This design comes from an exercise in tuning for small area and a short achievable clock period on the open sky130 flow, not from production work.
Only the layout flow was run in this run; the RTL was not checked for function there.
Power figures rest on the tool's default switching activity, not on a simulated workload.

[flow/config.mk]
export PLATFORM = sky130hd
export DESIGN_NAME = bist
export DESIGN_NICKNAME = bist
export VERILOG_FILES = /design/flow/design.v
export SDC_FILE = /design/flow/constraint.sdc
export NUM_CORES = 4
export LEC_CHECK = 0
export CAP_MARGIN = 20
export CORE_MARGIN = 2
export CORE_UTILIZATION = 40
export SETUP_SLACK_MARGIN = 1.5
export SLEW_MARGIN = 20
[flow/constraint.sdc]
create_clock -name core_clock -period 4.5 [get_ports {clk}]
set_input_delay 0.9000 -clock core_clock [delete_from_list [all_inputs] [get_ports {clk}]]
set_output_delay 0.9000 -clock core_clock [all_outputs]
set_load 0.01 [all_outputs]
[flow/design.v]
module controller (
    input  logic clk,
    input  logic rst,
    input  logic start,
    input  logic cout,
    output logic NbarT,
    output logic ld
);
  typedef enum logic { 
    S_RESET, 
    S_TEST 
  } state_t;
  state_t state, next_state;
  always_comb begin
    next_state = state;
    NbarT      = 1'b0;
    ld         = 1'b0;
    case (state)
      S_RESET: begin
        ld = 1'b1;                  
        if (start)
          next_state = S_TEST;
      end
      S_TEST: begin
        NbarT = 1'b1;               
        if (cout)
          next_state = S_RESET;
      end
    endcase
  end
  always_ff @(posedge clk) begin
    if (rst)
      state <= S_RESET;
    else
      state <= next_state;
  end
endmodule
module counter #(
    parameter int length = 10  
) (
    input  logic [length-1:0] d_in,   
    input  logic              clk,    
    input  logic              ld,     
    input  logic              u_d,    
    input  logic              cen,    
    output logic [length-1:0] q,      
    output logic              cout    
);
    always_ff @(posedge clk) begin
        if (cen) begin
            if (ld) begin
                q <= d_in;
                cout <= 0;
            end else if (u_d) begin   
                if (q == {length{1'b1}}) begin
                    q <= '0;         
                    cout <= 1;       
                end else begin
                    q <= q + 1;
                    cout <= 0;
                end
            end else begin   
                if (q == 0) begin
                    q <= {length{1'b1}};   
                    cout <= 1;            
                end else begin
                    q <= q - 1;
                    cout <= 0;
                end
            end
        end
    end
endmodule
module decoder (
    input  logic [2:0] q,      
    output logic [7:0] data_t  
);
    always_comb begin
        case (q)
            3'b000: data_t = 8'b1010_1010;   
            3'b001: data_t = 8'b0101_0101;   
            3'b010: data_t = 8'b1111_0000;   
            3'b011: data_t = 8'b0000_1111;   
            3'b100: data_t = 8'b0000_0000;   
            3'b101: data_t = 8'b1111_1111;   
            3'b110: data_t = 8'b0011_0011;   
            default: data_t = 8'b1100_1100;  
        endcase
    end
endmodule
module multiplexer #(
    parameter int WIDTH = 6 
) (
    input  logic [WIDTH-1:0] normal_in,  
    input  logic [WIDTH-1:0] bist_in,    
    input  logic             NbarT,      
    output logic [WIDTH-1:0] out         
);
    assign out = (NbarT) ? bist_in : normal_in;
endmodule
module sram (
    input  logic [5:0]  ramaddr,  
    input  logic [7:0]  ramin,    
    input  logic        rwbar,    
    input  logic        clk,      
    input  logic        cs,       
    output logic [7:0]  ramout    
);
    logic [7:0] ram [63:0];
    logic [5:0] addr_reg;
    always_ff @(posedge clk) begin
        addr_reg <= ramaddr;
        if (cs) begin
            if (!rwbar) begin
                ram[ramaddr] <= ramin;
            end
        end
    end
    assign ramout = (cs && rwbar) ? ram[addr_reg] : 8'd0;
endmodule
module comparator (
    input  logic [7:0] data_t,   
    input  logic [7:0] ramout,   
    output logic       gt,       
    output logic       eq,       
    output logic       lt        
);
    assign gt = (data_t > ramout);
    assign eq = (data_t == ramout);
    assign lt = (data_t < ramout);
endmodule
module bist #(
  parameter int size   = 6,  
  parameter int length = 8   
) (
  input  logic             start,    
  input  logic             rst,      
  input  logic             clk,      
  input  logic             csin,    
  input  logic             rwbarin,  
  input  logic             opr,      
  input  logic [size-1:0]  address,  
  input  logic [length-1:0] datain,  
  output logic [length-1:0] dataout, 
  output logic             fail      
);
  logic [9:0]               q;           
  logic                     cout;        
  logic [length-1:0]        data_t;      
  logic [size-1:0]          address_sel; 
  logic [length-1:0]        din_sel;     
  logic                     NbarT, ld;   
  logic                     rwbar;       
  logic                     cs;          
  logic [length-1:0]        ramout;      
  logic                     eq, gt, lt;  
  controller u_ctrl (
    .clk   (clk),
    .rst   (rst),
    .start (start),
    .cout  (cout),
    .NbarT (NbarT),
    .ld    (ld)
  );
  counter #(.length(10)) u_ctr (
    .d_in  (10'b0),   
    .clk   (clk),
    .ld    (ld),
    .u_d   (1'b1),    
    .cen   (1'b1),    
    .q     (q),
    .cout  (cout)
  );
  decoder u_dec (
    .q      (q[9:7]),
    .data_t (data_t)
  );
  multiplexer #(.WIDTH(size)) u_muxA (
    .normal_in(address),
    .bist_in  (q[size-1:0]),
    .NbarT    (NbarT),
    .out      (address_sel)
  );
  multiplexer #(.WIDTH(length)) u_muxD (
    .normal_in(datain),
    .bist_in  (data_t),
    .NbarT    (NbarT),
    .out      (din_sel)
  );
  sram u_sram (
    .ramaddr(address_sel),
    .ramin  (din_sel),
    .rwbar  (rwbar),
    .clk    (clk),
    .cs     (cs),
    .ramout (ramout)
  );
  comparator u_cmp (
    .data_t(data_t),
    .ramout(ramout),
    .gt    (gt),
    .eq    (eq),
    .lt    (lt)
  );
  assign rwbar = NbarT ? q[6]      : rwbarin;
  assign cs    = NbarT ? 1'b1      : csin;
  assign dataout = ramout;
  logic read_cycle;
  assign read_cycle = (NbarT && rwbarin) || (NbarT && q[6]);
  always_ff @(posedge clk) begin
    if (rst) begin
      fail <= 1'b0;
    end else begin
      if (opr && read_cycle && ~eq) begin
        fail <= 1'b1;
      end
    end
  end
endmodule
[flow/run.sh]
#!/bin/bash
# synth_recipe.tcl (not shown) runs the flow's synth.tcl, then flattens the netlist and writes it again
# the make line also repeats each setting of config.mk as NAME=value (left out here)
make -C /OpenROAD-flow-scripts/flow DESIGN_CONFIG=/design/flow/config.mk WORK_HOME=/design/flow/orfs CLKGATE_MAP_FILE= SYNTH_SCRIPT=/design/flow/synth_recipe.tcl finish
==> impl_metrics.json <==
{
  "post-route-min-period_ps": 3780,
  "cp_data_arrival_time_ps": 2880,
  "drive_gt1_frac": 0.332,
  "portBuffers": 28,
  "max_slew.worst_pin.slew_ps": 774,
  "share_comb_of_total_power": 0.096,
  "cts_made_buffers": 52,
  "max-slew-margin-rel": 0.469,
  "intPower_w": 0.00841,
  "seq_area_frac_synth": 0.744,
  "rsz_0062_raised_after_global_routing": "yes",
  "mapped_nets": 1106,
  "finish.cell_count_without_fillers": 1966,
  "final.setup.tns_ps": 0,
  "synthDominantAreaCellType": "sky130_fd_sc_hd__edfxtp_1",
  "cellLeakagePower_nw": 8.12,
  "yosysWarnings": 5,
  "worstSetupStartpointType": "flip-flop",
  "initial_core_util": 0.404,
  "globalRoute.totalOverflow": 0,
  "status": "finished clean",
  "cts_tree": "built",
  "timing.hold.ws_ps": 489,
  "yosys-top-cells-area": "sky130_fd_sc_hd__edfxtp_1, sky130_fd_sc_hd__mux4_2, sky130_fd_sc_hd__mux2i_1",
  "die_w_um": 234,
  "grt_use_met1": 0.275,
  "ctsRootBufferMaster": "sky130_fd_sc_hd__clkbuf_16",
  "max_clock_freq_ghz": 0.264,
  "sequentialPowerShare": 0.511,
  "clock_path_buffers": 3,
  "vias_per_cell": 5.63,
  "core_area_um2": 52400,
  "most_used_standard_cells_in_the_synthesized_netlist": "sky130_fd_sc_hd__edfxtp_1, sky130_fd_sc_hd__mux4_2, sky130_fd_sc_hd__nor2_1, sky130_fd_sc_hd__mux2i_1, sky130_fd_sc_hd__nand2_1",
  "yosysUniqueCellTypes": 55,
  "dr.pass1.iters": 5,
  "yosys_register_bits": 531,
  "antenna_left": 0,
  "grt_first_pass_wirelength_um": 75500,
  "post-route-period-util": 0.840,
  "first_global_vias": 11016,
  "place.detailed.instances": 1835,
  "worst-endpoint-required_ps": 3600,
  "area_enclosed_by_the_die_boundary_um2": 54800,
  "yosys_most_used_dff": "sky130_fd_sc_hd__edfxtp_1",
  "remaining_drc_errors": 0,
  "area_growth_syn_to_layout_pct": 19.9,
  "hold_viol": 0,
  "synth_most_common_cell": "sky130_fd_sc_hd__edfxtp_1",
  "final_skew_ps": 9.44,
  "number_of_synthesized_flops_with_an_enable_pin": 512,
  "htreeDepth": 2,
  "clk-insertion-delay-late_ps": 570,
  "synth.top_cell.area_share": 0.726,
  "vdd_ir_drop_max_uv": 262,
  "switching_share": 0.222,
  "number_of_antenna_violations_at_the_first_check_in_global_routing": 0,
  "drt_first_iter_violations": 1181,
  "worstSetupEndpointType": "output pin",
  "hold_path_class": "reg2reg",
  "diodes": 0,
  "final-setup-viol-count": 0,
  "finish.net_count": 1262,
  "timing_max_transition_violations_final": 0,
  "fp-row-count": 84,
  "gp_congestion": 0.878,
  "dp_hpwl_um": 32000,
  "routed-via-count": 11072,
  "grt-busiest-layer": "met2",
  "worstPathMaxFanout": 8,
  "holdBufCountCts": 0,
  "final.fill_count": 4249,
  "syn-instance-count": 1084,
  "netlist_area_um2": 21200,
  "critical_path_class": "reg2out",
  "power_density_nw_per_um2": 426,
  "cts.sinks": 531,
  "detail_route.wirelength_um": 51500,
  "clock_transition_at_path_regs_ps": 60,
  "gr-usage-all-layers": 0.191,
  "asyncSetResetFlopFracSynth": 0,
  "routedWlPerCell_um": 26.2,
  "power.net_switching_w": 0.00240,
  "grt_start_max_net_pins": 65,
  "global_route.usage.met2": 0.304,
  "io-pin-count": 29,
  "share_clk_of_total_power": 0.393,
  "avgSynthCellArea_um2": 19.5,
  "drv_cap": 0,
  "die-height_um": 234,
  "grt_use_met3": 0.0283
}
## sequential cells by signal, summed over array words and instances, names as in the netlist, named ones only
name          count
u_ctrl.state      1
u_ctr.cout        1
u_ctr.q          10
u_sram.ram      512
fail              1
## layer usage
metal	share of wire	up-vias
met5	0	-
met3	0.062	89
li1	-	4721
met4	0.028	0
met2	0.48	389
met1	0.43	5873
## placed cells by master, fill, tap and decap left out, drive strengths merged, types with 3 or more instances in the layout
cell / Yosys / final
nor2b: 5 / 5
a211oi: 5 / 5
o221ai: 5 / 5
clkbuf: 14 / 68
and3: 5 / 5
or3: 4 / 4
a221oi: 7 / 7
nand2: 34 / 34
nand2b: 8 / 8
nor3: 7 / 7
a21oi: 16 / 16
xor2: 5 / 5
bufinv: 0 / 4
nor2: 104 / 104
o22ai: 12 / 12
nor3b: 3 / 3
dfxtp: 19 / 19
nand3: 13 / 13
xnor2: 15 / 15
edfxtp: 512 / 512
o21ai: 20 / 20
inv: 17 / 17
nor4: 5 / 5
clkinv: 2 / 21
and2: 5 / 5
a31oi: 3 / 3
clkdlybuf4s50: 0 / 20
a22oi: 6 / 6
mux2i: 44 / 44
buf: 36 / 130
mux4: 127 / 127
## final cells by class
cell class                      instances  area, um^2  area share
Timing Repair Buffer                  152        1520      0.0600
Clock buffer                           68        1440      0.0568
Tap cell                              688         861      0.0339
Clock inverter                         24         213     0.00837
Multi-Input combinational cell        484        5530       0.218
Sequential cell                       531       15800       0.621
Inverter                               19        71.3     0.00281
## metrics by stage
stage	area (um^2)	util	total power (W)	setup WS (ps)
2_1_floorplan	21200	-	0.00616	1060
3_3_place_gp	22800	0.434	0.00648	431
3_5_place_dp	22800	0.435	0.00650	386
4_1_cts	25200	0.480	0.0109	709
5_1_grt	25400	0.484	0.0111	642
6_report	25400	0.484	0.0108	719
## logic make-up (layout without fill, tap and decap cells)
family                     count (synthesis)  in the layout  synth area share
muxes                                    173            173             0.157
buffers and inverters                     69            263            0.0189
AOI/OAI and AO/OA                         89             89            0.0287
xor gates and xnor gates                  20             20           0.00827
DFF                                      531            531             0.744
and+or+nand+nor                          200            200            0.0422
adders and majority gates                  2              2           0.00118
## power by group through the flow
| stage | sequential, W | combinational [W] | clock (W) |
|---|---|---|---|
| 5_1_grt | 0.00553 | 0.00109 | 0.00451 |
| 3_5_place_dp | 0.00564 | 0.000862 | 0 |
| 3_3_place_gp | 0.00564 | 0.000845 | 0 |
| 2_1_floorplan | 0.00562 | 0.000547 | 0 |
| 6_report | 0.00553 | 0.00104 | 0.00425 |
| 4_1_cts | 0.00552 | 0.00101 | 0.00431 |
## critical path, stage by stage (launching register included)
cell                      delay, ps
sky130_fd_sc_hd__dfxtp_4        420
sky130_fd_sc_hd__buf_12         160
sky130_fd_sc_hd__buf_16         150
sky130_fd_sc_hd__mux4_2         510
sky130_fd_sc_hd__mux4_2         570
sky130_fd_sc_hd__a22oi_2        240
sky130_fd_sc_hd__nand2_2        110
sky130_fd_sc_hd__buf_6          130
## worst paths after layout
| path | start | end | slack, ps | depth (start not counted) |
|---|---|---|---|---|
| worst min-delay path | u_ctr.q[0]$_SDFF_PP0_ | u_ctr.q[0]$_SDFF_PP0_ | 490 | 1 |
| worst min register to register | u_ctr.q[0]$_SDFF_PP0_ | u_ctr.q[0]$_SDFF_PP0_ | 490 | 1 |
| worst max-delay path | flip-flop | dataout[5] | 720 | 7 |
| worst max register to register | flip-flop | fail$_SDFFE_PP0P_ | 1250 | 13 |
## what timing repair did
action | in CTS | in global routing
cloned | 6 | 0
buffers inserted | 27 | 6
gates resized for setup | 109 | 46
setup endpoints to repair | 117 | 125
pin swaps | 17 | 15

==> static timing again, ports no longer ideal <==
How much do the figures lean on ideal ports? The routed layout below was timed once more, with nothing changed but the port constraints.
Step 1, drivers: a clkbuf_16 drives clk and a buf_2 each remaining input, both assumed.
Step 2 moves the port delays by t, midway between the first and last clock arrival at a register: inputs arrive t later, outputs are due t later. That takes back most of the time a late clock gives input paths.
Slacks: ideal / step 1 / step 2; pairs: ideal / step 1.
t (ns): 0.621
slack for setup (ns): 0.719 / 0.664 / 0.757
clock arrival spread, ns: 0.012 / 0.012
slew at the worst register clock pin (ns): 0.07 / 0.07
worst data-port slew with drivers (ns): 0.04
After both steps this run still meets setup and hold. For this run, drivers alone change the setup slack by -0.055 ns; drivers and shift together by +0.038 ns.
